What follows belongs to an exercise in optimizing a design on an open flow for small area, a short achievable clock period and few clock cycles per item; a production flow would make more cautious choices. In this exercise RTL edits were held to simulation tests only and were not proved equivalent to the original. The clock port is modelled as an ideal driver; clocking choices that lean on that would not hold on a real chip. No activity file was given, so power comes from the tool's default toggle rates.

`flow/flow/run.sh`:
```
#!/bin/bash
# Standard ORFS layout, except that the port buffers are plain buf_1 cells
# instead of the resizer's default pick (a 10 um2 delay buffer).
set -euo pipefail
export BUFFER_PORTS_ARGS="-buffer_cell sky130_fd_sc_hd__buf_1"
bash standard.sh finish > orfs_flow.log 2>&1
```
`flow/standard.sh`:
```
#!/bin/bash
# synth_recipe.tcl (not shown) runs the flow's synth.tcl, then flattens the netlist and writes it again
# the make line also repeats each setting of config.mk as NAME=value (left out here)
make -C /OpenROAD-flow-scripts/flow DESIGN_CONFIG=/design/flow/config.mk WORK_HOME=/design/flow/orfs CLKGATE_MAP_FILE= SYNTH_SCRIPT=/design/flow/synth_recipe.tcl "${@:-finish}"
```
`flow/config.mk`:
```
export PLATFORM = sky130hd
export DESIGN_NAME = sobel_gx_gy
export DESIGN_NICKNAME = sobel_gx_gy
export VERILOG_FILES = /design/flow/design.v
export SDC_FILE = /design/flow/constraint.sdc
export NUM_CORES = 4
export LEC_CHECK = 0
export ABC_AREA = 1
export CAP_MARGIN = 20
export CORE_MARGIN = 2
export CORE_UTILIZATION = 40
export CTS_CLUSTER_DIAMETER = 200
export CTS_CLUSTER_SIZE = 40
export SLEW_MARGIN = 20
```
`flow/constraint.sdc`:
```
create_clock -name core_clock -period 4.2 [get_ports {i_clk}]
set_input_delay 0.8400 -clock core_clock [delete_from_list [all_inputs] [get_ports {i_clk}]]
set_output_delay 0.8400 -clock core_clock [all_outputs]
set_load 0.01 [all_outputs]
```
`flow/design.v`:
```
module sobel_gx_gy#(
    parameter p_data_bits = 8
) (
    input wire i_clk,
    input wire i_rst,
    output wire busy_out,
    input wire valid_in,
    input wire [9*p_data_bits-1:0] data_in,
    output reg valid_out,
    output reg [p_data_bits-1:0] data_out_gx,
    output reg [p_data_bits-1:0] data_out_gy
);
wire [7:0] a00 = data_in[71:64];
wire [7:0] a10 = data_in[63:56];
wire [7:0] a20 = data_in[55:48];
wire [7:0] a01 = data_in[47:40];
wire [7:0] a21 = data_in[31:24];
wire [7:0] a02 = data_in[23:16];
wire [7:0] a12 = data_in[15:8];
wire [7:0] a22 = data_in[7:0];
assign busy_out = 1'b0;
wire tx1_s1 = a00[1] ^ a02[1] ^ a01[0];
wire tx1_c2 = (a00[1] & a02[1]) | (a00[1] & a01[0]) | (a02[1] & a01[0]);
wire tx2_s3 = a00[2] ^ a02[2] ^ a01[1];
wire tx2_c4 = (a00[2] & a02[2]) | (a00[2] & a01[1]) | (a02[2] & a01[1]);
wire tx2_s5 = a20[2] ^ a22[2];
wire tx2_c6 = a20[2] | a22[2];
wire tx3_s7 = a00[3] ^ a02[3] ^ a01[2];
wire tx3_c8 = (a00[3] & a02[3]) | (a00[3] & a01[2]) | (a02[3] & a01[2]);
wire tx3_s9 = a20[3] ^ a22[3] ^ a21[2];
wire tx3_c10 = (a20[3] & a22[3]) | (a20[3] & a21[2]) | (a22[3] & a21[2]);
wire tx4_s11 = a00[4] ^ a02[4] ^ a01[3];
wire tx4_c12 = (a00[4] & a02[4]) | (a00[4] & a01[3]) | (a02[4] & a01[3]);
wire tx4_s13 = a20[4] ^ a22[4] ^ a21[3];
wire tx4_c14 = (a20[4] & a22[4]) | (a20[4] & a21[3]) | (a22[4] & a21[3]);
wire tx5_s15 = a00[5] ^ a02[5] ^ a01[4];
wire tx5_c16 = (a00[5] & a02[5]) | (a00[5] & a01[4]) | (a02[5] & a01[4]);
wire tx5_s17 = a20[5] ^ a22[5] ^ a21[4];
wire tx5_c18 = (a20[5] & a22[5]) | (a20[5] & a21[4]) | (a22[5] & a21[4]);
wire tx6_s19 = a00[6] ^ a02[6] ^ a01[5];
wire tx6_c20 = (a00[6] & a02[6]) | (a00[6] & a01[5]) | (a02[6] & a01[5]);
wire tx6_s21 = a20[6] ^ a22[6] ^ a21[5];
wire tx6_c22 = (a20[6] & a22[6]) | (a20[6] & a21[5]) | (a22[6] & a21[5]);
wire tx7_s23 = a00[7] ^ a02[7] ^ a01[6];
wire tx7_c24 = (a00[7] & a02[7]) | (a00[7] & a01[6]) | (a02[7] & a01[6]);
wire tx7_s25 = a20[7] ^ a22[7] ^ a21[6];
wire tx7_c26 = (a20[7] & a22[7]) | (a20[7] & a21[6]) | (a22[7] & a21[6]);
wire tx0_s27 = a00[0] ^ a02[0];
wire tx0_c28 = a00[0] & a02[0];
wire tx1_s29 = a20[1] ^ a22[1] ^ a21[0];
wire tx1_c30 = (a20[1] & a22[1]) | (a20[1] & a21[0]) | (a22[1] & a21[0]);
wire tx2_s31 = tx1_c2 ^ tx2_s3 ^ tx2_s5;
wire tx2_c32 = (tx1_c2 & tx2_s3) | (tx1_c2 & tx2_s5) | (tx2_s3 & tx2_s5);
wire tx3_s33 = tx2_c4 ^ tx3_s7 ^ ~tx2_c6;
wire tx3_c34 = (tx2_c4 & tx3_s7) | (tx2_c4 & ~tx2_c6) | (tx3_s7 & ~tx2_c6);
wire tx4_s35 = tx3_c8 ^ tx4_s11 ^ ~tx3_c10;
wire tx4_c36 = (tx3_c8 & tx4_s11) | (tx3_c8 & ~tx3_c10) | (tx4_s11 & ~tx3_c10);
wire tx5_s37 = tx4_c12 ^ tx5_s15 ^ ~tx4_c14;
wire tx5_c38 = (tx4_c12 & tx5_s15) | (tx4_c12 & ~tx4_c14) | (tx5_s15 & ~tx4_c14);
wire tx6_s39 = tx5_c16 ^ tx6_s19 ^ ~tx5_c18;
wire tx6_c40 = (tx5_c16 & tx6_s19) | (tx5_c16 & ~tx5_c18) | (tx6_s19 & ~tx5_c18);
wire tx7_s41 = tx6_c20 ^ tx7_s23 ^ ~tx6_c22;
wire tx7_c42 = (tx6_c20 & tx7_s23) | (tx6_c20 & ~tx6_c22) | (tx7_s23 & ~tx6_c22);
wire tx8_s43 = a01[7] ^ tx7_c24 ^ ~a21[7];
wire tx8_c44 = (a01[7] & tx7_c24) | (a01[7] & ~a21[7]) | (tx7_c24 & ~a21[7]);
wire ux0_s45 = rx_0_1 ^ rx_0_2;
wire ux0_c46 = rx_0_1 | rx_0_2;
wire ux1_s47 = rx_1_0 ^ rx_1_2 ^ ~rx_1_1;
wire ux1_c48 = (rx_1_0 & rx_1_2) | (rx_1_0 & ~rx_1_1) | (rx_1_2 & ~rx_1_1);
wire ux2_s49 = ~rx_2_1 ^ rx_2_0 ^ rx_2_2;
wire ux2_c50 = (~rx_2_1 & rx_2_0) | (~rx_2_1 & rx_2_2) | (rx_2_0 & rx_2_2);
wire ux3_s51 = rx_3_0 ^ rx_3_1 ^ ~rx_3_2;
wire ux3_c52 = (rx_3_0 & rx_3_1) | (rx_3_0 & ~rx_3_2) | (rx_3_1 & ~rx_3_2);
wire ux4_s53 = rx_4_0 ^ rx_4_1 ^ ~rx_4_2;
wire ux4_c54 = (rx_4_0 & rx_4_1) | (rx_4_0 & ~rx_4_2) | (rx_4_1 & ~rx_4_2);
wire ux5_s55 = rx_5_0 ^ rx_5_1 ^ ~rx_5_2;
wire ux5_c56 = (rx_5_0 & rx_5_1) | (rx_5_0 & ~rx_5_2) | (rx_5_1 & ~rx_5_2);
wire ux6_s57 = rx_6_0 ^ rx_6_1 ^ ~rx_6_2;
wire ux6_c58 = (rx_6_0 & rx_6_1) | (rx_6_0 & ~rx_6_2) | (rx_6_1 & ~rx_6_2);
wire ux7_s59 = rx_7_0 ^ rx_7_1 ^ ~rx_7_2;
wire ux7_c60 = (rx_7_0 & rx_7_1) | (rx_7_0 & ~rx_7_2) | (rx_7_1 & ~rx_7_2);
wire ux8_s61 = rx_8_0 ^ rx_8_1 ^ ~rx_8_2;
wire ux8_c62 = (rx_8_0 & rx_8_1) | (rx_8_0 & ~rx_8_2) | (rx_8_1 & ~rx_8_2);
wire ty1_s63 = a00[1] ^ a20[1] ^ a10[0];
wire ty1_c64 = (a00[1] & a20[1]) | (a00[1] & a10[0]) | (a20[1] & a10[0]);
wire ty2_s65 = a00[2] ^ a20[2] ^ a10[1];
wire ty2_c66 = (a00[2] & a20[2]) | (a00[2] & a10[1]) | (a20[2] & a10[1]);
wire ty2_s67 = a02[2] ^ a22[2];
wire ty2_c68 = a02[2] | a22[2];
wire ty3_s69 = a00[3] ^ a20[3] ^ a10[2];
wire ty3_c70 = (a00[3] & a20[3]) | (a00[3] & a10[2]) | (a20[3] & a10[2]);
wire ty3_s71 = a02[3] ^ a22[3] ^ a12[2];
wire ty3_c72 = (a02[3] & a22[3]) | (a02[3] & a12[2]) | (a22[3] & a12[2]);
wire ty4_s73 = a00[4] ^ a20[4] ^ a10[3];
wire ty4_c74 = (a00[4] & a20[4]) | (a00[4] & a10[3]) | (a20[4] & a10[3]);
wire ty4_s75 = a02[4] ^ a22[4] ^ a12[3];
wire ty4_c76 = (a02[4] & a22[4]) | (a02[4] & a12[3]) | (a22[4] & a12[3]);
wire ty5_s77 = a00[5] ^ a20[5] ^ a10[4];
wire ty5_c78 = (a00[5] & a20[5]) | (a00[5] & a10[4]) | (a20[5] & a10[4]);
wire ty5_s79 = a02[5] ^ a22[5] ^ a12[4];
wire ty5_c80 = (a02[5] & a22[5]) | (a02[5] & a12[4]) | (a22[5] & a12[4]);
wire ty6_s81 = a00[6] ^ a20[6] ^ a10[5];
wire ty6_c82 = (a00[6] & a20[6]) | (a00[6] & a10[5]) | (a20[6] & a10[5]);
wire ty6_s83 = a02[6] ^ a22[6] ^ a12[5];
wire ty6_c84 = (a02[6] & a22[6]) | (a02[6] & a12[5]) | (a22[6] & a12[5]);
wire ty7_s85 = a00[7] ^ a20[7] ^ a10[6];
wire ty7_c86 = (a00[7] & a20[7]) | (a00[7] & a10[6]) | (a20[7] & a10[6]);
wire ty7_s87 = a02[7] ^ a22[7] ^ a12[6];
wire ty7_c88 = (a02[7] & a22[7]) | (a02[7] & a12[6]) | (a22[7] & a12[6]);
wire ty0_s89 = a00[0] ^ a20[0];
wire ty0_c90 = a00[0] & a20[0];
wire ty1_s91 = a02[1] ^ a22[1] ^ a12[0];
wire ty1_c92 = (a02[1] & a22[1]) | (a02[1] & a12[0]) | (a22[1] & a12[0]);
wire ty2_s93 = ty1_c64 ^ ty2_s65 ^ ty2_s67;
wire ty2_c94 = (ty1_c64 & ty2_s65) | (ty1_c64 & ty2_s67) | (ty2_s65 & ty2_s67);
wire ty3_s95 = ty2_c66 ^ ty3_s69 ^ ~ty2_c68;
wire ty3_c96 = (ty2_c66 & ty3_s69) | (ty2_c66 & ~ty2_c68) | (ty3_s69 & ~ty2_c68);
wire ty4_s97 = ty3_c70 ^ ty4_s73 ^ ~ty3_c72;
wire ty4_c98 = (ty3_c70 & ty4_s73) | (ty3_c70 & ~ty3_c72) | (ty4_s73 & ~ty3_c72);
wire ty5_s99 = ty4_c74 ^ ty5_s77 ^ ~ty4_c76;
wire ty5_c100 = (ty4_c74 & ty5_s77) | (ty4_c74 & ~ty4_c76) | (ty5_s77 & ~ty4_c76);
wire ty6_s101 = ty5_c78 ^ ty6_s81 ^ ~ty5_c80;
wire ty6_c102 = (ty5_c78 & ty6_s81) | (ty5_c78 & ~ty5_c80) | (ty6_s81 & ~ty5_c80);
wire ty7_s103 = ty6_c82 ^ ty7_s85 ^ ~ty6_c84;
wire ty7_c104 = (ty6_c82 & ty7_s85) | (ty6_c82 & ~ty6_c84) | (ty7_s85 & ~ty6_c84);
wire ty8_s105 = a10[7] ^ ty7_c86 ^ ~a12[7];
wire ty8_c106 = (a10[7] & ty7_c86) | (a10[7] & ~a12[7]) | (ty7_c86 & ~a12[7]);
wire uy0_s107 = ry_0_1 ^ ry_0_2;
wire uy0_c108 = ry_0_1 | ry_0_2;
wire uy1_s109 = ry_1_0 ^ ry_1_2 ^ ~ry_1_1;
wire uy1_c110 = (ry_1_0 & ry_1_2) | (ry_1_0 & ~ry_1_1) | (ry_1_2 & ~ry_1_1);
wire uy2_s111 = ~ry_2_1 ^ ry_2_0 ^ ry_2_2;
wire uy2_c112 = (~ry_2_1 & ry_2_0) | (~ry_2_1 & ry_2_2) | (ry_2_0 & ry_2_2);
wire uy3_s113 = ry_3_0 ^ ry_3_1 ^ ~ry_3_2;
wire uy3_c114 = (ry_3_0 & ry_3_1) | (ry_3_0 & ~ry_3_2) | (ry_3_1 & ~ry_3_2);
wire uy4_s115 = ry_4_0 ^ ry_4_1 ^ ~ry_4_2;
wire uy4_c116 = (ry_4_0 & ry_4_1) | (ry_4_0 & ~ry_4_2) | (ry_4_1 & ~ry_4_2);
wire uy5_s117 = ry_5_0 ^ ry_5_1 ^ ~ry_5_2;
wire uy5_c118 = (ry_5_0 & ry_5_1) | (ry_5_0 & ~ry_5_2) | (ry_5_1 & ~ry_5_2);
wire uy6_s119 = ry_6_0 ^ ry_6_1 ^ ~ry_6_2;
wire uy6_c120 = (ry_6_0 & ry_6_1) | (ry_6_0 & ~ry_6_2) | (ry_6_1 & ~ry_6_2);
wire uy7_s121 = ry_7_0 ^ ry_7_1 ^ ~ry_7_2;
wire uy7_c122 = (ry_7_0 & ry_7_1) | (ry_7_0 & ~ry_7_2) | (ry_7_1 & ~ry_7_2);
wire uy8_s123 = ry_8_0 ^ ry_8_1 ^ ~ry_8_2;
wire uy8_c124 = (ry_8_0 & ry_8_1) | (ry_8_0 & ~ry_8_2) | (ry_8_1 & ~ry_8_2);
reg valid_r;
reg rx_0_0;
reg rx_0_1;
reg rx_0_2;
reg rx_1_0;
reg rx_1_1;
reg rx_1_2;
reg rx_2_0;
reg rx_2_1;
reg rx_2_2;
reg rx_3_0;
reg rx_3_1;
reg rx_3_2;
reg rx_4_0;
reg rx_4_1;
reg rx_4_2;
reg rx_5_0;
reg rx_5_1;
reg rx_5_2;
reg rx_6_0;
reg rx_6_1;
reg rx_6_2;
reg rx_7_0;
reg rx_7_1;
reg rx_7_2;
reg rx_8_0;
reg rx_8_1;
reg rx_8_2;
reg rx_9_0;
reg ry_0_0;
reg ry_0_1;
reg ry_0_2;
reg ry_1_0;
reg ry_1_1;
reg ry_1_2;
reg ry_2_0;
reg ry_2_1;
reg ry_2_2;
reg ry_3_0;
reg ry_3_1;
reg ry_3_2;
reg ry_4_0;
reg ry_4_1;
reg ry_4_2;
reg ry_5_0;
reg ry_5_1;
reg ry_5_2;
reg ry_6_0;
reg ry_6_1;
reg ry_6_2;
reg ry_7_0;
reg ry_7_1;
reg ry_7_2;
reg ry_8_0;
reg ry_8_1;
reg ry_8_2;
reg ry_9_0;
always @(posedge i_clk) begin
    valid_r <= valid_in & ~i_rst;
    rx_0_0 <= tx0_s27;
    rx_0_1 <= a20[0];
    rx_0_2 <= a22[0];
    rx_1_0 <= tx0_c28;
    rx_1_1 <= tx1_s29;
    rx_1_2 <= tx1_s1;
    rx_2_0 <= tx1_c30;
    rx_2_1 <= tx2_s31;
    rx_2_2 <= a21[1];
    rx_3_0 <= tx2_c32;
    rx_3_1 <= tx3_s33;
    rx_3_2 <= tx3_s9;
    rx_4_0 <= tx3_c34;
    rx_4_1 <= tx4_s35;
    rx_4_2 <= tx4_s13;
    rx_5_0 <= tx4_c36;
    rx_5_1 <= tx5_s37;
    rx_5_2 <= tx5_s17;
    rx_6_0 <= tx5_c38;
    rx_6_1 <= tx6_s39;
    rx_6_2 <= tx6_s21;
    rx_7_0 <= tx6_c40;
    rx_7_1 <= tx7_s41;
    rx_7_2 <= tx7_s25;
    rx_8_0 <= tx7_c42;
    rx_8_1 <= tx8_s43;
    rx_8_2 <= tx7_c26;
    rx_9_0 <= tx8_c44;
    ry_0_0 <= ty0_s89;
    ry_0_1 <= a02[0];
    ry_0_2 <= a22[0];
    ry_1_0 <= ty0_c90;
    ry_1_1 <= ty1_s91;
    ry_1_2 <= ty1_s63;
    ry_2_0 <= ty1_c92;
    ry_2_1 <= ty2_s93;
    ry_2_2 <= a12[1];
    ry_3_0 <= ty2_c94;
    ry_3_1 <= ty3_s95;
    ry_3_2 <= ty3_s71;
    ry_4_0 <= ty3_c96;
    ry_4_1 <= ty4_s97;
    ry_4_2 <= ty4_s75;
    ry_5_0 <= ty4_c98;
    ry_5_1 <= ty5_s99;
    ry_5_2 <= ty5_s79;
    ry_6_0 <= ty5_c100;
    ry_6_1 <= ty6_s101;
    ry_6_2 <= ty6_s83;
    ry_7_0 <= ty6_c102;
    ry_7_1 <= ty7_s103;
    ry_7_2 <= ty7_s87;
    ry_8_0 <= ty7_c104;
    ry_8_1 <= ty8_s105;
    ry_8_2 <= ty7_c88;
    ry_9_0 <= ty8_c106;
end
wire [10:0] fx0 = {1'b0, ux8_c62, ux7_c60, ux6_c58, ux5_c56, ux4_c54, ux3_c52, ~ux2_c50, ux1_c48, ~ux0_c46, ux0_s45};
wire [10:0] fx1 = {1'b0, rx_9_0, ux8_s61, ux7_s59, ux6_s57, ux5_s55, ux4_s53, ux3_s51, ~ux2_s49, ux1_s47, rx_0_0};
wire [10:0] sx = fx0 + fx1;
wire [10:0] fy0 = {1'b0, uy8_c124, uy7_c122, uy6_c120, uy5_c118, uy4_c116, uy3_c114, ~uy2_c112, uy1_c110, ~uy0_c108, uy0_s107};
wire [10:0] fy1 = {1'b0, ry_9_0, uy8_s123, uy7_s121, uy6_s119, uy5_s117, uy4_s115, uy3_s113, ~uy2_s111, uy1_s109, ry_0_0};
wire [10:0] sy = fy0 + fy1;
always @(posedge i_clk) begin
    valid_out   <= valid_r & ~i_rst;
    data_out_gx <= sx[10:3];
    data_out_gy <= sy[10:3];
end
endmodule
```
==> results list, run 1 <==
- Residual antenna-violating net count after detailed routing: 0
- Placeable Area: between 9000 and 10000 um2
- Summing over every cut layer, the via total after detailed routing is between 2000 and 3000.
* CP cell instances: inv_1, fa_1, inv_1, ha_1, a21oi_2, nor2_1, nor2_1, nand2_1, nand2_1, nand2_1
* DIE HEIGHT: 105 um
- After legalization and detailed placement, the total HPWL measured around 5900 um.
- The number of failing hold endpoints at the final stage is 0.
* Clock network fraction of design power: 0.203
* Largest clock skew in the final design: 0.0103 ns
- For this design the total switching power over the nets is about 1200 uW.
* Wire length of the first global-routing pass: 12500 um
- The most critical setup path has its startpoint at ry_4_0.
* Remaining global-route overflow: 0
- The H-tree was split into 3 levels.
- The internal power of the cells totals 1730 uW.
- For the worst flop-to-flop path, the logic depth is 10.
- Nets in the synthesized netlist: around 600
- Entering global routing, the biggest net connects 13 pins.
- Number of detailed-routing iterations run before antenna repair: 4
- Number of stages on the worst hold path: 2
* Synthesized instance count: 443
- Synthesized cell area: 4090 um2
* Main combinational cell family by area after synthesis: adder cells
* Result of the run: no timing/DRC/antenna violations
- The root buffer cell chosen for the clock tree is sky130_fd_sc_hd__clkbuf_8.
* Total number of clock tree sinks: 73
- Maximum net fanout on the critical path: 4
* Count of hold buffers inserted by post-cts repair: 0
- Final weighted congestion in routability-driven placement: slightly below 0.8
* Number of top-level pins: 93
- The startpoint identified for the worst register-to-register timing path is ry_4_0.
* DRC violations left: 0
- Timing-limited maximum frequency: roughly 500 MHz
- Post-synth ARST share: 0
- Setup violations remaining at the end of the flow were counted as 0.
- Library cell with the largest summed area after synthesis: sky130_fd_sc_hd__dfxtp_1
- The number of clock buffers added by TritonCTS is 9.
* Synth top area share: 0.358
- Via count of the first global-routing pass: 2993
* Synth Area in Adders: 0.348
- Slew Limit Fails: 0
- Number of resized instances in the post-cts repair step: 0
* Hold wc startpoint: valid_r
- Row count: 36
- The portion of synthesized area spent on multiplexers is 0.
- STA classifies the critical path startpoint as a flop.
* Min Clock Period, post-route: 1.99 ns
- In this run the horizontal extent of the chip is 105 um.
- STA classifies the critical path endpoint as a flop.
* FF+latch count, synth: 73
- Of the synthesized area, sequential elements account for 0.358.
* Register share of total power: 0.322
* Clock-pin slew reported for the worst setup and hold paths after clock tree synthesis: 0.07 ns
- Post-CTS Setup Repair Bufs: 0
* MaxCap Viol Count: 0
- In the final layout, the share of cells above drive strength 1 is 0.0444.
- Path type of the worst min-delay path: reg2reg
* Diode insertion count for antenna repair: 0
* Number of distinct library cells after synthesis: 18
* Switching share of power: 0.401
- Fraction of the mapped netlist area in compound gates: 0.0251
* Largest registers ranked by flip-flop count: data_out_gx (8), data_out_gy (8)
* Worst IR drop on VDD: between 150 and 200 uV
- Cell type of the slowest stage on the worst timing path: sky130_fd_sc_hd__fa_1
- Quantity of I/O buffers inserted on ports: 83
- Die Outline Area: 11000 um2
- STA puts the critical path data required time at 4.44 ns.
* Synthesis-to-layout area growth: 16.7%
- Post-detailed-route wirelength per cell: roughly 10 um
* Fraction of power consumed by combinational cells: 0.475
- Post-detailed-route via-to-cell ratio: 4.06
- Most instantiated library cell after synthesis: sky130_fd_sc_hd__inv_1
- Among the stages of the critical path, the cell type that occurs most often is sky130_fd_sc_hd__nand2_1.
- LEAKAGE: about 0.0026 uW
* All-layer global routing usage: 0.142
* Final clock period utilization by the worst path: 0.474
- The design draws 2890 uW.
- Post-synthesis area per instance: around 9.2 um2
- Number of flops mapped to enable cells by yosys: 0
- Post-synthesis share of cell area spent on and, or, nand and nor gates: 0.118
* Later-pin clock latency in the skew report: 0.34 ns
- TNS Setup: 0 ns
* Delay contributed by the slowest stage of the critical path: 0.55 ns
- Setup repair after global routing missed its margin: false
- The critical path is of the reg2reg type.
* Parity-gate share of the synthesized area counting xor and xnor cells: 0.00858
* Core Util, Final: 0.483
* Starting Density: 0.414
- Ranked by instance count, the synthesized netlist is headed by sky130_fd_sc_hd__inv_1 (152), sky130_fd_sc_hd__nand2_1 (79), sky130_fd_sc_hd__dfxtp_1 (73).
- The most used flip-flop cell after synthesis is sky130_fd_sc_hd__dfxtp_1.
* CTS tree: done
- Worst EP arrival: 2.23 ns
* Leading post-synthesis cells by cell area: sky130_fd_sc_hd__dfxtp_1 (36%), sky130_fd_sc_hd__fa_1 (27%), sky130_fd_sc_hd__inv_1 (14%)
* Cell area power density: just over 600 nW/um2
* Drt initial violations: between 60 and 70
- Clock buffer depth: 2
- Total routed wirelength: 6910 um
* Number of synthesis warnings: 1
- At the end of the flow, the number of nets in the layout was 691.
- The initial antenna violation count was 0.
==> cells in the final DEF (no fill, tap or decap) <==
master	count
sky130_fd_sc_hd__nand2_2	5
sky130_fd_sc_hd__a21oi_1	8
sky130_fd_sc_hd__nand4_1	2
sky130_fd_sc_hd__conb_1	1
sky130_fd_sc_hd__bufinv_16	2
sky130_fd_sc_hd__ha_1	24
sky130_fd_sc_hd__nand2_1	79
sky130_fd_sc_hd__nor3_1	2
sky130_fd_sc_hd__nand3_1	12
sky130_fd_sc_hd__nor2_2	2
sky130_fd_sc_hd__dfxtp_1	73
sky130_fd_sc_hd__buf_1	83
sky130_fd_sc_hd__clkinvlp_4	1
sky130_fd_sc_hd__clkinv_2	3
sky130_fd_sc_hd__xor2_1	4
sky130_fd_sc_hd__inv_1	152
sky130_fd_sc_hd__o21bai_1	6
sky130_fd_sc_hd__a21oi_2	2
sky130_fd_sc_hd__fa_1	56
sky130_fd_sc_hd__clkbuf_8	9
sky130_fd_sc_hd__nand3b_1	2
sky130_fd_sc_hd__nor2_1	12
sky130_fd_sc_hd__clkbuf_1	1
==> worst max-delay path, delay by kind of cell (launching register included) <==
kind                     cells  cell delay, ns
flip-flops                   1            0.32
adder cells (fa/ha/maj)      2            0.91
buffers and inverters        2            0.09
AO/OA/AOI/OAI                1            0.23
AND/OR/NAND/NOR              5            0.35
==> path summary, 6_finish.rpt <==
kind	slack [ns]	end
max reg2reg	2.21	data_out_gy[4]
min	0.41	valid_out
max	2.21	data_out_gy[4]
min reg2reg	0.41	valid_out
==> metrics by stage <==
step	hold slack, ns	std cells	area [um2]	setup WS (ns)
2_1_floorplan	0.388	443	4090	2.19
3_3_place_gp	0.394	658	4560	2.01
3_5_place_dp	0.400	658	4560	1.97
4_1_cts	0.413	674	4770	2.18
5_1_grt	0.440	674	4770	2.07
6_report	0.408	674	4770	2.21
==> area by class of cell <==
| type | instances | area, um2 |
|---|---|---|
| Fill cell | 994 | 5100 |
| Sequential cell | 73 | 1460 |
| Clock inverter | 6 | 82.6 |
| Timing Repair Buffer | 83 | 312 |
| Tap cell | 133 | 166 |
| Multi-Input combinational cell | 217 | 2050 |
| Inverter | 152 | 571 |
| Clock buffer | 10 | 128 |
==> power by group through the flow <==
stage          registers (uW)  logic (uW)  clock network, uW
6_report                  932        1370                587
3_3_place_gp              947        1370                  0
4_1_cts                   934        1400                604
5_1_grt                   949        1630                631
3_5_place_dp              951        1390                  0
2_1_floorplan             979        1000                  0
==> routing by layer <==
metal,wire length [um],vias to the layer above,GRT usage
met1,3220,1228,0.173
met3,318,15,0.0318
met4,157,0,0.0619
met5,0,-,0
li1,-,1428,-
met2,3210,66,0.240
==> kinds of logic after synthesis <==
logic type | count (synthesis)
buffers and inverters | 153
and+or+nand+nor | 116
adders and majority gates | 80
DFF | 73
other | 1
xor gates and xnor gates | 4
AOI/OAI and AO/OA | 16
Testbench counts, summed over its fixed seeds: cycles 3,216, items 3,200.
==> run 2, diff against run 1 <==
--- a/flow/config.mk
+++ b/flow/config.mk
@@ -7,3 +7,2 @@
 export LEC_CHECK = 0
-export ABC_AREA = 1
 export CAP_MARGIN = 20
@@ -11,4 +10,2 @@
 export CORE_UTILIZATION = 40
-export CTS_CLUSTER_DIAMETER = 200
-export CTS_CLUSTER_SIZE = 40
 export SLEW_MARGIN = 20
==> results list, run 2 <==
- Wires add up to around 6000 um.
- Data arrives at the worst endpoint at about 2.5 ns.
- For the worst-skew pair, the clock arrives at the later sink with an insertion delay of about 0.34 ns.
* Endpoint kind of the worst setup timing path: flop
- The worst setup path is of the reg2reg kind.
- Clock buffer depth: 2
- Along the worst path, the maximum fanout reaches 4.
- Port buffering added a little over 80 buffers.
- The run finished with no timing, DRC or antenna violations.
* Leading post-synthesis cells by cell area: sky130_fd_sc_hd__dfxtp_1 (38%), sky130_fd_sc_hd__fa_1 (29%), sky130_fd_sc_hd__inv_1 (12%)
* Synthesized cell area: 3870 um2
* Pre-CTS WS: ~1.9 ns
* Post-layout nets: 598
- Pin count of the biggest net entering global routing: 12
- Post-CTS Setup Repair Bufs: 0
- Clock-pin slew was measured on the worst setup and hold paths at roughly 0.07 ns.
- Post-synthesis area per instance: 11.0 um2
- Number of levels the H-tree was split into: 3
* Layout cell share with drive strength beyond 1: 0.0517
- Die Outline Area: approximately 10000 um2
- For the worst setup path, the data required time is around 4.4 ns.
- Commonest cells in the netlist: sky130_fd_sc_hd__inv_1 (121), sky130_fd_sc_hd__dfxtp_1 (73), sky130_fd_sc_hd__fa_1 (56)
- For this run, design rule violations remaining after detail routing come to 0.
* Primary flip-flop cell chosen by synthesis mapping: sky130_fd_sc_hd__dfxtp_1
* Cell type of the slowest stage on the worst timing path: sky130_fd_sc_hd__fa_1
- Summed over all failing endpoints, the final setup total negative slack is 0 ns.
- Placeable Area: between 9000 and 10000 um2
* Count of hold buffers inserted by post-cts repair: 0
* Multiplexer share of the synthesized area: 0
- In this run, distinct cell masters in the synthesized netlist total 41.
* Root buffer selected by CTS: sky130_fd_sc_hd__clkbuf_8
- Final weighted congestion in routability-driven placement: 0.775
* WP buf/inv: 2
- The count of nets left with antenna violations once routing finished came out at 0.
- Setup repair after global routing missed its margin: false
- The tightest min-delay check is of the reg2reg type.
- LEAKAGE: 0.00224 uW
- Library cell with the largest summed area after synthesis: sky130_fd_sc_hd__dfxtp_1
- Row count: 35
- Most instantiated library cell after synthesis: sky130_fd_sc_hd__inv_1
- Post-detailed-route via-to-cell ratio: around 4.1
- The share of synthesized area in the top cell type comes to 0.378.
- Total of fill cells in the finished design: 914
- Timing would allow up to 435 MHz.
- After synthesis the netlist holds a flip-flop and latch count of 73.
- Synthesis produced a netlist whose cell count is 351.
- The initial antenna violation count came to 0.
* Via count of the first global-routing pass: around 2400
- Sequential-to-total area share from yosys stat: 0.378
- Number of flops mapped to enable cells by yosys: 0
- From synthesis to final layout, the design area changed by 16.0%.
- The number of failing hold endpoints at the final stage is 0.
- Fraction of the mapped netlist area in compound gates: 0.0760
- The kind of cell with the highest combined delay along the critical path is adder cells.
- Commonest non-fill, non-tap cells in the layout: sky130_fd_sc_hd__inv_1 (121), sky130_fd_sc_hd__buf_1 (83), sky130_fd_sc_hd__dfxtp_1 (73)
- Wire length of the first global-routing pass: 10300 um
* Element type at the critical path start: flop
- TritonCTS buffer count: 9
* Die outline width: ~100 um
- After detailed placement, the design holds a cell count of between 500 and 600.
- Counting every sink on the clock net gives 73.
- Number of top-level pins: between 90 and 100
- Overall via count from detail_route: 2370
- Slew Limit Fails: 0
- For this block, the initial DRC count from the detailed router was 39.
- Summed over all nets, the half-perimeter wirelength after detailed placement is 5160 um.
- Leading cell type in the layout, fill and taps excluded: sky130_fd_sc_hd__inv_1
- Min Clock Period, post-route: 2.30 ns
- Largest clock skew in the final design: 0.00675 ns
* Number of resized instances in the post-cts repair step: 0
- Power comes to 2640 uW.
- Remaining global-route overflow: 0
* Synth Area in Adders: 0.368
- Delay contributed by the slowest stage of the critical path: 0.54 ns
- Of the total synthesized cell area, the portion taken by XOR and XNOR cells is 0.0204.
- For this run, the number of Yosys warnings is 1.
- Max-cap violations in this run came to 0.
* Post-detailed-route wirelength per cell: 10.5 um
* Worst IR drop on VDD: 194 uV
- Main combinational cell family by area after synthesis: adder cells
- Final clock period utilization by the worst path: 0.547
- DIE HEIGHT: 102 um
* Cell area power density: 589 nW/um2
- CTS tree: done
* Post-synth ARST share: 0
* Post-synthesis share of cell area spent on and, or, nand and nor gates: 0.0369
- The first detailed-routing pass took 4 iterations.
- Setup violations remaining at the end of the flow were counted as 0.
- Diode insertion count for antenna repair: 0
- Largest registers ranked by flip-flop count: data_out_gx (8), data_out_gy (8)
- Final critical-path setup slack: 1.90 ns
- Walking the worst path, the cells encountered are inv_1, fa_1, inv_1, ha_1, a21o_1, a21o_1, or2_4, a211o_1.
- Across every metal layer, demand over resource in global routing totals 0.129.
* Nets in the synthesized netlist: 506
- Starting Density: 0.415
* Final cell count without fillers: roughly 570
[run 2: cell count changes after synthesis, moves of 4 or more]
cell and change:
sky130_fd_sc_hd__inv_1 -31, sky130_fd_sc_hd__a21o_1 +6, sky130_fd_sc_hd__nand3_1 -11, sky130_fd_sc_hd__o21bai_1 -4, sky130_fd_sc_hd__nand2_1 -72, sky130_fd_sc_hd__nand2_2 -5, sky130_fd_sc_hd__o21ai_0 +4, sky130_fd_sc_hd__xnor2_1 +6
[run 2: path summary, 6_finish.rpt]
path,endpoint,cells past startpoint,from,slack [ns]
max,data_out_gy[7],8,ry_4_0,1.90
min,valid_out,1,valid_r,0.44
max reg2reg,data_out_gy[7],8,ry_4_0,1.90
min reg2reg,valid_out,1,valid_r,0.44
[run 2: logic make-up after synthesis]
logic type / count (synthesis)
buffers and inverters: 123
flip-flops: 73
other: 1
AO/OA/AOI/OAI: 37
adder cells (fa/ha/maj): 80
AND/OR/NAND/NOR: 28
XOR/XNOR: 9
[run 2: routing by layer]
metal / GRT usage / routed length, um / vias up
met2: 0.214 / 2830 / 60
met3: 0.0342 / 341 / 9
met4: 0.0554 / 92 / 0
li1: - / - / 1212
met1: 0.158 / 2770 / 1089
met5: 0 / 0 / -
[run 2: cell type report]
cell class / count / area [um2] / area share
inverters: 121 / 454 / 0.101
clock inverters: 3 / 20.0 / 0.00446
clock buffers: 10 / 138 / 0.0307
repair buffers: 83 / 312 / 0.0694
multi-input cells: 155 / 1940 / 0.433
well taps: 129 / 161 / 0.0360
flip-flops and latches: 73 / 1460 / 0.326
[run 2: per-stage QoR]
stage	util	area [um2]	hold slack, ns
6_report	0.481	4490	0.438
5_1_grt	0.481	4490	0.459
4_1_cts	0.481	4490	0.441
3_5_place_dp	0.464	4330	0.423
3_3_place_gp	0.464	4330	0.427
2_1_floorplan	-	3870	0.414
[run 2: report_power, final]
| part | leakage [uW] | switching [uW] | total [uW] | internal, uW |
|---|---|---|---|---|
| sequential | 0.000615 | 51.8 | 934 | 882 |
| combinational | 0.00155 | 699 | 1260 | 558 |
| clock | 0.0000761 | 232 | 451 | 219 |
==> run 3, diff against run 2 <==
--- a/flow/config.mk
+++ b/flow/config.mk
@@ -7,2 +7,3 @@
 export LEC_CHECK = 0
+export ABC_AREA = 1
 export CAP_MARGIN = 20
==> results list, run 3 <==
- The flow ran to the end and the layout has no timing, DRC or antenna violations.
* DIE HEIGHT: 105 um
- The congestion estimate from routability-driven global placement came to 0.781.
* Min Clock Period, post-route: 1.99 ns
- Total Power Consumption: 2890 uW
- Number of failing hold endpoints at the final stage: 0
- In this run the remaining antenna-violating nets after routing total 0.
* FF+latch count, synth: 73
- Number of synthesis warnings: 1
* Leading post-synthesis cells by cell area: sky130_fd_sc_hd__dfxtp_1 (36%), sky130_fd_sc_hd__fa_1 (27%), sky130_fd_sc_hd__inv_1 (14%)
- Summed over all instances, the cell type with the most area after synthesis is sky130_fd_sc_hd__dfxtp_1.
* Hold wc startpoint: valid_r
* Parity-gate share of the synthesized area counting xor and xnor cells: 0.00858
- All-layer global routing usage: 0.142
* Number of distinct library cells after synthesis: 18
* Root buffer selected by CTS: sky130_fd_sc_hd__clkbuf_8
- Synthesized cell area: 4090 um2
- Sequential-to-total area share from yosys stat: 0.358
- TritonCTS buffer count: 9
* Critical R2R Capture: data_out_gy[4]
* CP Capture Point: data_out_gy[4]
* Remaining global-route overflow: 0
- At the worst endpoint, the arrival time is 2.23 ns.
- CTS tree: done
- Synth top area share: 0.358
- The later pin in the worst-skew pair is clocked with a latency of 0.34 ns.
- Commonest cells in the netlist: sky130_fd_sc_hd__inv_1 (152), sky130_fd_sc_hd__nand2_1 (79), sky130_fd_sc_hd__dfxtp_1 (73)
* Final clock period utilization by the worst path: 0.474
- The worst-case IR drop observed on VDD is about 200 uV.
- Diode insertion count for antenna repair: 0
- Endpoint kind of the worst setup timing path: flop
- The critical path goes through inv_1, fa_1, inv_1, ha_1, a21oi_2, nor2_1, nor2_1, nand2_1, nand2_1, nand2_1.
* Synth Area in Adders: 0.348
* Timing-limited maximum frequency: 502 MHz
- The final route contains 2737 vias.
- Class of the most critical setup path: reg2reg
* Via count of the first global-routing pass: 2993
- Of the total synthesized cell area, the portion taken by AND, OR, NAND and NOR gates is 0.118.
* Total routed wirelength: 6910 um
- Most used cell along the critical path: sky130_fd_sc_hd__nand2_1
- Setup violations remaining at the end of the flow were counted as 0.
- Total number of clock tree sinks: 73
* Wire length of the first global-routing pass: 12500 um
- Clock network fraction of design power: 0.203
- Post-layout nets: 691
* Commonest non-fill, non-tap cells in the layout: sky130_fd_sc_hd__inv_1 (152), sky130_fd_sc_hd__buf_1 (83), sky130_fd_sc_hd__nand2_1 (79)
- On the final layout, the worst hold slack is 0.408 ns.
* Worst flop-to-flop path startpoint: ry_4_0
- In this run the mean area of a mapped cell was approximately 9.2 um2.
- Post-synth ARST share: 0
* Element type at the critical path start: flop
- Maximum net fanout on the critical path: 4
* Largest registers ranked by flip-flop count: data_out_gx (8), data_out_gy (8)
- The floorplan step defined a core boundary enclosing 9860 um2.
- Setup total negative slack on the finished layout was measured at 0 ns.
- After detailed routing, the number of vias per cell comes to 4.06.
* Initial antenna violation count: 0
- Starting Density: 0.414
- Across the run, the number of max-cap violations was 0.
* Pin count of the biggest net entering global routing: 13
- FF-to-FF setup slack: 2.21 ns
- Measured along the x axis, the die boundary spans 105 um.
* Clock buffer depth: 2
- The floorplan step defined a die boundary enclosing 11000 um2.
- Cell area power density: 607 nW/um2
- Core Util, Final: 0.483
- Delay contributed by the slowest stage of the critical path: 0.55 ns
- Quantity of I/O buffers inserted on ports: 83
- Synthesis produced a netlist with a net count of 598.
- Fraction of power consumed by combinational cells: 0.475
- Slew Limit Fails: 0
* Main combinational cell family by area after synthesis: adder cells
- Switching share of power: 0.401
- Of the post-synthesis cell area, the part taken by muxes is 0.
- Setup repair after global routing missed its margin: false
- The share of total power dissipated in sequential elements is 0.322.
* Sw power: 1160 uW
- The clock tree synthesis step divided the H-tree into 3 levels.
* Cell-internal power: roughly 1700 uW
- Summing all placed instances gives a cell area of 4560 um2.
- LEAKAGE: 0.00256 uW
- From synthesis to final layout, the design area changed by 16.7%.
- The worst hold path belongs to the class reg2reg.
* Drt initial violations: 64
* Required time of the critical path: 4.44 ns
- The first TritonRoute pass finished after 4 iterations.
* Total of fill cells in the finished design: 994
* Post-Layout Inst Area: 4770 um2
- After clock tree synthesis, the repair step resized 0 gates.
* Start point of the critical path: ry_4_0
* Leading cell type in the layout, fill and taps excluded: sky130_fd_sc_hd__inv_1
- Fraction of the mapped netlist area in compound gates: 0.0251
- Post-CTS Setup Repair Bufs: 0
- Primary flip-flop cell chosen by synthesis mapping: sky130_fd_sc_hd__dfxtp_1
- In this run, post-CTS hold repair placed 0 buffers.
* Detail Placement HPWL: 5930 um
* Most instantiated library cell after synthesis: sky130_fd_sc_hd__inv_1
- just over 90 I/O pins were placed.
- The cell count after synthesis came out at 443.
- Count of cells along the worst register-to-register path: 10
- In the final layout, the share of cells above drive strength 1 is 0.0444.
- Counting flops with a built-in enable in the synthesized netlist gives 0.
- Cell type of the slowest stage on the worst timing path: sky130_fd_sc_hd__fa_1
- Row count: 36
* Post-detailed-route wirelength per cell: around 10 um
- Largest clock skew in the final design: 0.0103 ns
- Clock-pin slew reported for the worst setup and hold paths after clock tree synthesis: 0.07 ns
- After detailed routing, the number of remaining DRC violations is 0.
run 3: layout make-up:
cell class	count	area, um2	share of cell area
repair buffers	83	312	0.0654
inverters	152	571	0.120
clock buffers	10	128	0.0268
flip-flops and latches	73	1460	0.307
clock inverters	6	82.6	0.0173
multi-input cells	217	2050	0.429
well taps	133	166	0.0349
run 3: cells by family (layout without fill, tap and decap cells):
kind of cell | count (synthesis) | count (layout)
adder cells (fa/ha/maj) | 80 | 80
buffers and inverters | 153 | 251
AND/OR/NAND/NOR | 116 | 116
AO/OA/AOI/OAI | 16 | 16
flip-flops | 73 | 73
other | 1 | 1
XOR/XNOR | 4 | 4
run 3: worst min-delay path by stage:
stage,end,slack [ns],cells after the start
finish,valid_out,0.41,2
global route,valid_out,0.44,2
CTS,valid_out,0.41,2
detailed placement,valid_out,0.40,2
global placement,valid_out,0.39,2
floorplan,valid_out,0.39,2
run 3: stage by stage:
step | instances | setup slack (ns)
after floorplan | 443 | 2.19
after global placement | 658 | 2.01
after detailed placement | 658 | 1.97
after CTS | 674 | 2.18
after global routing | 674 | 2.07
final | 674 | 2.21
run 3: power by group through the flow:
| stage | Sequential (uW) | Combinational [uW] | Clock (uW) |
|---|---|---|---|
| after floorplan | 979 | 1000 | 0 |
| after global placement | 947 | 1370 | 0 |
| after detailed placement | 951 | 1390 | 0 |
| after CTS | 934 | 1400 | 604 |
| after global routing | 949 | 1630 | 631 |
| final | 932 | 1370 | 587 |
run 3: worst max-delay path: cells and delay by family (launching register included):
family / cells / cell delay, ns
fa+ha+maj: 2 / 0.91
simple gates: 5 / 0.35
flops: 1 / 0.32
buf+inv: 2 / 0.09
compound gates: 1 / 0.23
run 3: metal layers:
layer | global-route usage | wire length (um) | part of all wire
met1 | 0.173 | 3220 | 0.47
met2 | 0.240 | 3210 | 0.46
met3 | 0.0318 | 318 | 0.046
met4 | 0.0619 | 157 | 0.023
met5 | 0 | 0 | 0
==> run 4, diff against run 3 <==
--- a/flow/config.mk
+++ b/flow/config.mk
@@ -10,3 +10,3 @@
 export CORE_MARGIN = 2
-export CORE_UTILIZATION = 40
+export CORE_UTILIZATION = 65
 export SLEW_MARGIN = 20
==> results list, run 4 <==
- Number of failing hold endpoints at the final stage: 0
- Number of detailed-routing iterations run before antenna repair: 4
- The repair_antennas step left the layout with diodes totalling 0.
- By count the netlist is led by sky130_fd_sc_hd__inv_1 (152), sky130_fd_sc_hd__nand2_1 (79), sky130_fd_sc_hd__dfxtp_1 (73).
- Multiplexer share of the synthesized area: 0
- At the later pin of the worst-skew pair, clock insertion delay measures around 0.35 ns.
* Drt initial violations: just over 90
- Entering global routing, the biggest net connects 12 pins.
- The biggest area contributor in the post-synthesis netlist is sky130_fd_sc_hd__dfxtp_1.
* Required time of the critical path: 4.44 ns
- STA puts the critical path data arrival time at 2.23 ns.
- At the end of routability-driven placement, the weighted congestion stood at 0.807.
- Dividing total power by cell area gives a power density of 602 nW/um2.
* Critical R2R Capture: data_out_gy[4]
* Number of distinct library cells after synthesis: 18
* Fraction of the mapped netlist area in compound gates: 0.0251
* Nets in the synthesized netlist: around 600
- Remaining global-route overflow: 0
- Synth top area share: 0.358
- Clock tree synthesis found a total of 73 sinks.
- Die Outline Area: 6930 um2
- LEAKAGE: 0.00254 uW
- Setup violations remaining at the end of the flow were counted as 0.
- The tree is rooted in a sky130_fd_sc_hd__clkbuf_8.
- The initial antenna violation count came to 0.
* Pre-CTS WS: 1.98 ns
* DIE HEIGHT: about 83 um
- Number of flops mapped to enable cells by yosys: 0
- Detail Placement HPWL: slightly below 6000 um
* Total Power Consumption: about 2800 uW
- Main combinational cell family by area after synthesis: adder cells
- In the final layout, the registers with the most flip-flops are data_out_gx (8), data_out_gy (8).
- Timing-limited maximum frequency: 502 MHz
- TritonCTS buffer count: 9
* Element type at the critical path start: flop
- Most instantiated library cell after synthesis: sky130_fd_sc_hd__inv_1
- Total routed wirelength: 7120 um
- Primary flip-flop cell chosen by synthesis mapping: sky130_fd_sc_hd__dfxtp_1
- The H-tree generated during clock tree synthesis spans 3 levels.
- Starting Density: 0.682
- Setup repair after global routing missed its margin: false
* Synthesis-to-layout area growth: 13.7%
- Commonest non-fill, non-tap cells in the layout: sky130_fd_sc_hd__inv_1 (152), sky130_fd_sc_hd__buf_1 (83), sky130_fd_sc_hd__nand2_1 (79)
- Min Clock Period, post-route: roughly 2.0 ns
* Final critical-path setup slack: around 2.2 ns
- In the final layout, the share of cells above drive strength 1 is 0.0407.
- Most used cell along the critical path: sky130_fd_sc_hd__nand2_1
* Placeable Area: 5990 um2
- Post-synth ARST share: 0
- After synthesis the netlist holds a flip-flop and latch count of 73.
- The critical path starts at ry_4_0.
- The average instance in the mapped netlist occupies 9.22 um2.
* Die outline width: approximately 83 um
- The path class of the tightest hold or removal check is reg2reg.
- Fill cells in the final layout number ~430.
- Endpoint kind of the worst setup timing path: flop
* DRC violations left: 0
* Area of the multi-input gates: 2050 um2
* MaxCap Viol Count: 0
- IR analysis of the VDD net gives a maximum drop of 391 uV.
- Delay contributed by the slowest stage of the critical path: 0.54 ns
* FF-to-FF setup slack: 2.21 ns
* Post-layout nets: approximately 690
- The critical path goes through inv_1, fa_1, inv_1, ha_1, a21oi_2, nor2_1, nor2_1, nand2_1, nand2_1, nand2_1.
- The number of slew-limit violations in the final report was 0.
* Parity-gate share of the synthesized area counting xor and xnor cells: 0.00858
* Number of resized instances in the post-cts repair step: 0
* Synthesized cell area: 4090 um2
- Result of the run: no timing/DRC/antenna violations
- Quantity of I/O buffers inserted on ports: 83
- TritonCTS built the clock tree.
- Row count: 28
- Post-synthesis share of cell area spent on and, or, nand and nor gates: 0.118
- TNS Setup: 0 ns
* Sequential-to-total area share from yosys stat: 0.358
- Of all nets on the critical path, the largest fanout is 4.
- Via count of the first global-routing pass: 2974
- Measured in cells, the most critical reg-to-reg path has a length of 10.
- Dividing the detail-routed wire length by the instance count gives ~12 um.
* Number of top-level pins: just over 90
- Class of the most critical setup path: reg2reg
- Of the available clock period, the critical path in the final layout requires 0.474.
- The library cell used most frequently in the layout, excluding fill and tap cells, is sky130_fd_sc_hd__inv_1.
- Clock buffer depth: 2
- Synth Area in Adders: 0.348
* Min-Delay Endpoint: valid_out
- In the routed layout, each cell is associated on average with a via count of roughly 4.5.
- Residual antenna-violating net count after detailed routing: 0
- After clock tree synthesis, the clock-pin slew on the worst setup and hold paths is 0.07 ns.
* Number of stages on the worst hold path: 2
- Leading post-synthesis cells by cell area: sky130_fd_sc_hd__dfxtp_1 (36%), sky130_fd_sc_hd__fa_1 (27%), sky130_fd_sc_hd__inv_1 (14%)
- Worst flop-to-flop path startpoint: ry_4_0
- Hold wc startpoint: valid_r
* Number of synthesis warnings: 1
- Count of hold buffers inserted by post-cts repair: 0
- Overall via count from detail_route: 2766
* All-layer global routing usage: 0.232
- Summing all flip-flop and latch instances after layout gives 1460 um2.
- Synthesized instance count: 443
- For the final database, setup skew stands at 0.00889 ns.
- Wire length of the first global-routing pass: 12600 um
- Cell type of the slowest stage on the worst timing path: sky130_fd_sc_hd__fa_1
- Post-CTS Setup Repair Bufs: 0
[run 4: cell types whose count changed in the layout (fill, tap and decap cells not counted), sizes merged]
cell | previous run | this run
clkbuf | 10 | 12
bufinv | 2 | 0
clkinv | 3 | 2
[run 4: metal layers]
metal | up-vias | GRT usage | share of wire
met1 | 1267 | 0.262 | 0.41
li1 | 1429 | - | -
met2 | 63 | 0.430 | 0.54
met4 | 0 | 0.0596 | 0.015
met5 | - | 0 | 0
met3 | 7 | 0.0646 | 0.039
[run 4: per-stage QoR]
stage | utilization | hold slack [ns] | std cells | area (um2)
global placement | 0.748 | 0.397 | 600 | 4480
detailed placement | 0.748 | 0.410 | 600 | 4480
global route | 0.775 | 0.449 | 615 | 4650
CTS | 0.775 | 0.422 | 615 | 4650
floorplan | - | 0.388 | 443 | 4090
finish | 0.775 | 0.416 | 615 | 4650
[run 4: worst max path at each step]
stage / endpoint / slack [ns]
floorplan: rx_2_1 / 2.19
global placement: rx_5_1 / 2.02
detailed placement: rx_3_1 / 1.98
CTS: data_out_gy[4] / 2.21
global route: data_out_gx[3] / 2.07
finish: data_out_gy[4] / 2.21
[run 4: critical path, delay by kind of cell, from the launching register on]
| kind | cells | cell delay [ns] |
|---|---|---|
| AO/OA/AOI/OAI | 1 | 0.23 |
| buffers and inverters | 2 | 0.10 |
| AND/OR/NAND/NOR | 5 | 0.34 |
| flip-flops | 1 | 0.32 |
| adder cells (fa/ha/maj) | 2 | 0.89 |
[run 4: where the power goes]
| group | total (uW) | internal, uW | switching [uW] |
|---|---|---|---|
| clock network | 469 | 226 | 243 |
| logic | 1390 | 528 | 863 |
| registers | 935 | 879 | 55.4 |
[run 4: layout make-up]
type | instances | area share
clock buffer | 12 | 0.0312
clock inverter | 3 | 0.00377
inverter | 152 | 0.123
multi-input combinational | 217 | 0.440
sequential | 73 | 0.315
tap | 75 | 0.0202
timing repair buffer | 83 | 0.0671
[run 4: kinds of logic after synthesis]
logic type      count (synthesis)
buf+inv                       153
simple gates                  116
fa+ha+maj                      80
flops                          73
compound gates                 16
xor+xnor                        4
other cells                     1
==> run 5, diff against run 4 <==
==> flow/flow/run.sh (replaced) <==
#!/bin/bash
# Standard ORFS layout with two changes:
#  - the port buffers are plain buf_1 cells instead of the resizer's default
#    pick (a 10 um2 delay buffer);
#  - after clock tree synthesis, flow/skew.tcl puts a clock buffer in front of
#    the output registers, so their clock arrives a little later.  This gives
#    the register-to-register paths that end there more time; the input paths
#    are untouched, and the output paths only lose slack.
set -euo pipefail
export BUFFER_PORTS_ARGS="-buffer_cell sky130_fd_sc_hd__buf_1"
R=orfs/results/sky130hd/sobel_gx_gy/base
bash standard.sh cts > orfs_to_cts.log 2>&1
SKEW_IN=$R/4_cts.odb SKEW_OUT=$R/4_cts_skew.odb SKEW_CELL=sky130_fd_sc_hd__clkbuf_2 \
  openroad -no_init -exit flow/skew.tcl > skew.log 2>&1
mv -f $R/4_cts_skew.odb $R/4_cts.odb
bash standard.sh finish > orfs_finish.log 2>&1
==> flow/flow/skew.tcl (new file) <==
# Delay the clock of the output registers (data_out_*, valid_out) by putting
# one clock buffer between each leaf clock net and the output registers on it.
# These registers end the pipeline's internal register-to-register paths; the
# later clock gives those paths more time and leaves the input paths alone.
set odb_in  $::env(SKEW_IN)
set odb_out $::env(SKEW_OUT)
set cell    $::env(SKEW_CELL)
read_db $odb_in
set db [ord::get_db]
set block [ord::get_db_block]
set master [$db findMaster $cell]
set groups [dict create]
foreach inst [$block getInsts] {
  set n [$inst getName]
  if {[string match {data_out_g*} $n] || [string match {valid_out*} $n]} {
    set it [$inst findITerm CLK]
    if {$it eq "NULL" || $it eq ""} { continue }
    set net [$it getNet]
    dict lappend groups [$net getName] $it
  }
}
set k 0
dict for {netname iterms} $groups {
  set net [$block findNet $netname]
  set nn [odb::dbNet_create $block "skewnet_$k"]
  $nn setSigType CLOCK
  set buf [odb::dbInst_create $block $master "skewbuf_$k"]
  # place at the centroid of the sinks
  set sx 0; set sy 0
  foreach it $iterms {
    set inst [$it getInst]
    set bb [$inst getBBox]
    set sx [expr {$sx + [$bb xMin]}]; set sy [expr {$sy + [$bb yMin]}]
    $it disconnect
    $it connect $nn
  }
  set cnt [llength $iterms]
  $buf setLocation [expr {$sx / $cnt}] [expr {$sy / $cnt}]
  $buf setPlacementStatus PLACED
  [$buf findITerm A] connect $net
  [$buf findITerm X] connect $nn
  puts "skew: buffer skewbuf_$k on $netname drives $cnt output registers"
  incr k
}
detailed_placement
check_placement
write_db $odb_out
--- a/flow/config.mk
+++ b/flow/config.mk
@@ -10,3 +10,3 @@
 export CORE_MARGIN = 2
-export CORE_UTILIZATION = 65
+export CORE_UTILIZATION = 40
 export SLEW_MARGIN = 20
==> results list, run 5 <==
* Endpoint kind of the worst setup timing path: flop
- TritonCTS buffer count: 9
- Drt initial violations: 61
- Later-pin clock latency in the skew report: around 0.48 ns
- Leaving out fill and tap cells, the most frequent cells in the layout are sky130_fd_sc_hd__inv_1 (152), sky130_fd_sc_hd__buf_1 (83), sky130_fd_sc_hd__nand2_1 (79).
* Count of hold buffers inserted by post-cts repair: 0
- At the end of routability-driven placement, the weighted congestion stood at approximately 0.8.
- 0 antenna diodes ended up in the layout.
- Timing would allow up to 536 MHz.
* Class of the most critical setup path: in2reg
- In this run the static leakage power is 0.00258 uW.
- The worst-case IR drop observed on VDD is 199 uV.
* Post-CTS Setup Repair Bufs: 0
* Die outline width: roughly 110 um
* Number of resized instances in the post-cts repair step: 0
* Number of distinct library cells after synthesis: 18
- TritonCTS built the clock tree.
- Largest registers ranked by flip-flop count: data_out_gx (8), data_out_gy (8)
* Post-synthesis area per instance: 9.22 um2
- Required time of the critical path: 4.41 ns
- The region available for standard cell placement spans 9860 um2.
- For this design, the sink count on the clock tree is 73.
- Clock tree synthesis selected as its root buffer the cell sky130_fd_sc_hd__clkbuf_8.
- Area post-placement: 4560 um2
- In this run, synthesis inferred 0 flip-flops with an integrated enable.
- Result of the run: no timing/DRC/antenna violations
- Core Util, Final: 0.486
- For this run, the number of Yosys warnings is 1.
- The number of slew-limit violations in the final report is 0.
- Synth top area share: 0.358
* Primary flip-flop cell chosen by synthesis mapping: sky130_fd_sc_hd__dfxtp_1
- Across every metal layer, demand over resource in global routing totals 0.144.
- For this configuration, the core starts out at a cell density of 0.414.
- After detailed routing, the number of remaining DRC violations is 0.
* Synthesized cell area: between 4000 and 5000 um2
- Synthesis-to-layout area growth: 17.3%
- In this run the remaining antenna-violating nets after routing total 0.
- Using the TritonRoute via totals, the vias-per-cell ratio works out to just over 4.
- Element type at the critical path start: primary input
- Library cell with the largest summed area after synthesis: sky130_fd_sc_hd__dfxtp_1
- Via count of the first global-routing pass: around 3000
- The first TritonRoute pass finished after 4 iterations.
- Maximum net fanout on the critical path: 2
- Detailed placement ended at an HPWL of between 5000 and 6000 um.
- Number of failing hold endpoints at the final stage: 0
- Across all layers, the routed design uses 2754 vias.
* Min Clock Period, post-route: approximately 1.9 ns
- Counting flops and latches in the post-synthesis netlist gives 73.
- Worst EP arrival: 2.08 ns
* Final clock period utilization by the worst path: 0.444
- Setup total negative slack on the finished layout was measured at 0 ns.
- Number of top-level pins: 93
- Initial antenna violation count: 0
* Post-synth ARST share: 0
* Path type of the worst min-delay path: reg2reg
* Post-layout nets: 696
- Total routed wirelength: 6980 um
- Max-cap violations in this run came to 0.
* Wire length of the first global-routing pass: 12700 um
* Leading post-synthesis cells by cell area: sky130_fd_sc_hd__dfxtp_1 (36%), sky130_fd_sc_hd__fa_1 (27%), sky130_fd_sc_hd__inv_1 (14%)
- Sequential-to-total area share from yosys stat: 0.358
- Synthesized instance count: 443
- The floorplan step defined a die boundary enclosing 11000 um2.
- Number of levels the H-tree was split into: 3
- After clock tree synthesis, the clock-pin slew on the worst setup and hold paths is 0.07 ns.
- The count of buffers added on input and output ports is 83.
* Commonest cells in the netlist: sky130_fd_sc_hd__inv_1 (152), sky130_fd_sc_hd__nand2_1 (79), sky130_fd_sc_hd__dfxtp_1 (73)
- Entering global routing, the biggest net connects 13 pins.
- Setup repair after global routing missed its margin: false
- Of the cells placed in the final design, the portion with a size suffix greater than 1 is 0.0531.
- Largest clock skew in the final design: 0.145 ns
* Nets in the synthesized netlist: 598
- Cell area power density: between 600 and 700 nW/um2
* DIE HEIGHT: 105 um
- Clock buffer depth: 2
* Remaining global-route overflow: 0
- Post-detailed-route wirelength per cell: 10.3 um
- After floorplanning, the core was divided into 36 placement rows.
- Total setup violations reported at the end of the flow: 0
* Leading cell type in the layout, fill and taps excluded: sky130_fd_sc_hd__inv_1
* Most instantiated library cell after synthesis: sky130_fd_sc_hd__inv_1
- Post-Layout Inst Area: 4790 um2
-- run 5: changes by cell type in the layout (fill, tap and decap cells not counted), sizes merged --
cell,delta
bufinv,+2
clkinv,+1
clkbuf,+3
-- run 5: path summary, 6_finish.rpt --
kind	from	endpoint	slack, ns	cells after the start
worst min-delay path	valid_r	valid_out	0.29	2
worst max register to register	rx_3_0	data_out_gx[7]	2.35	10
worst max-delay path	data_in[52]	ry_4_1	2.33	5
worst min register to register	valid_r	valid_out	0.29	2
-- run 5: logic make-up (layout without fill, tap and decap cells) --
family / Yosys count / count (layout) / synth area share
buffers and inverters: 153 / 256 / 0.142
DFF: 73 / 73 / 0.358
other: 1 / 1 / 0.000918
and+or+nand+nor: 116 / 116 / 0.118
AOI/OAI and AO/OA: 16 / 16 / 0.0251
adders and majority gates: 80 / 80 / 0.348
xor gates and xnor gates: 4 / 4 / 0.00857
-- run 5: metal layers --
metal	part of all wire	up-vias	wire (um)	track usage
li1	-	1441	-	-
met1	0.47	1230	3270	0.176
met2	0.46	68	3230	0.241
met3	0.046	15	324	0.0318
met4	0.022	0	157	0.0657
met5	0	-	0	0
-- run 5: layout make-up --
class / instances / area (um2)
flip-flops and latches: 73 / 1460
clock inverters: 6 / 82.6
multi-input cells: 217 / 2050
clock buffers: 10 / 128
fillers: 994 / 5070
well taps: 133 / 166
inverters: 152 / 571
plain buffers: 5 / 25.0
repair buffers: 83 / 312
-- run 5: stage by stage --
step                total power [uW]  setup WS (ns)  instances  hold WS, ns
finish                          2940           2.33        679        0.287
global route                    3270           2.22        679        0.307
CTS                             2940           2.18        674        0.413
detailed placement              2340           1.97        658        0.400
global placement                2320           2.01        658        0.394
floorplan                       1980           2.19        443        0.388
-- run 5: critical path, cell delays in order --
cell                    delay (ns)
sky130_fd_sc_hd__buf_1        0.12
sky130_fd_sc_hd__inv_1        0.07
sky130_fd_sc_hd__fa_1         0.54
sky130_fd_sc_hd__inv_1        0.06
sky130_fd_sc_hd__fa_1         0.45
-- run 5: power breakdown --
group | switching, uW | internal [uW]
Combinational | 852 | 523
Clock | 275 | 362
Sequential | 53.6 | 879
Total | 1180 | 1760

separate check: timing with driven ports:
No port has a modelled driver above. Below, the same layouts with a new extraction and two added sets of constraints.
Step 1 (the two cells are an assumption about what drives the block):
set clk [get_ports {i_clk}]
set_driving_cell -lib_cell sky130_fd_sc_hd__clkbuf_16 $clk
set_driving_cell -lib_cell sky130_fd_sc_hd__buf_2 [delete_from_list [all_inputs] $clk]
Step 2, shift: input delay + t, output delay - t, t = (earliest + latest rising clock arrival at the registers) / 2. This alone moves slack from input paths to output paths.
a / b / c = ideal / step 1 / step 2; a / b = the first two.
run | t, ns | slack for setup (ns) | worst setup path at the end | slew at the worst register clock pin (ns)
run 1 | 0.368 | 2.207 / 2.207 / 1.971 | input to register | 0.08 / 0.08
run 2 | 0.362 | 1.901 / 1.901 / 1.901 | register to register | 0.07 / 0.07
run 3 | 0.368 | 2.207 / 2.207 / 1.971 | input to register | 0.08 / 0.08
run 4 | 0.371 | 2.210 / 2.210 / 1.954 | input to register | 0.07 / 0.07
run 5 | 0.435 | 2.333 / 2.340 / 1.904 | input to register | 0.12 / 0.12
After both steps every run listed still meets setup and hold. The setup slack of run 5, which loses most, moves by +0.007 ns with the drivers and by -0.429 ns with both steps.
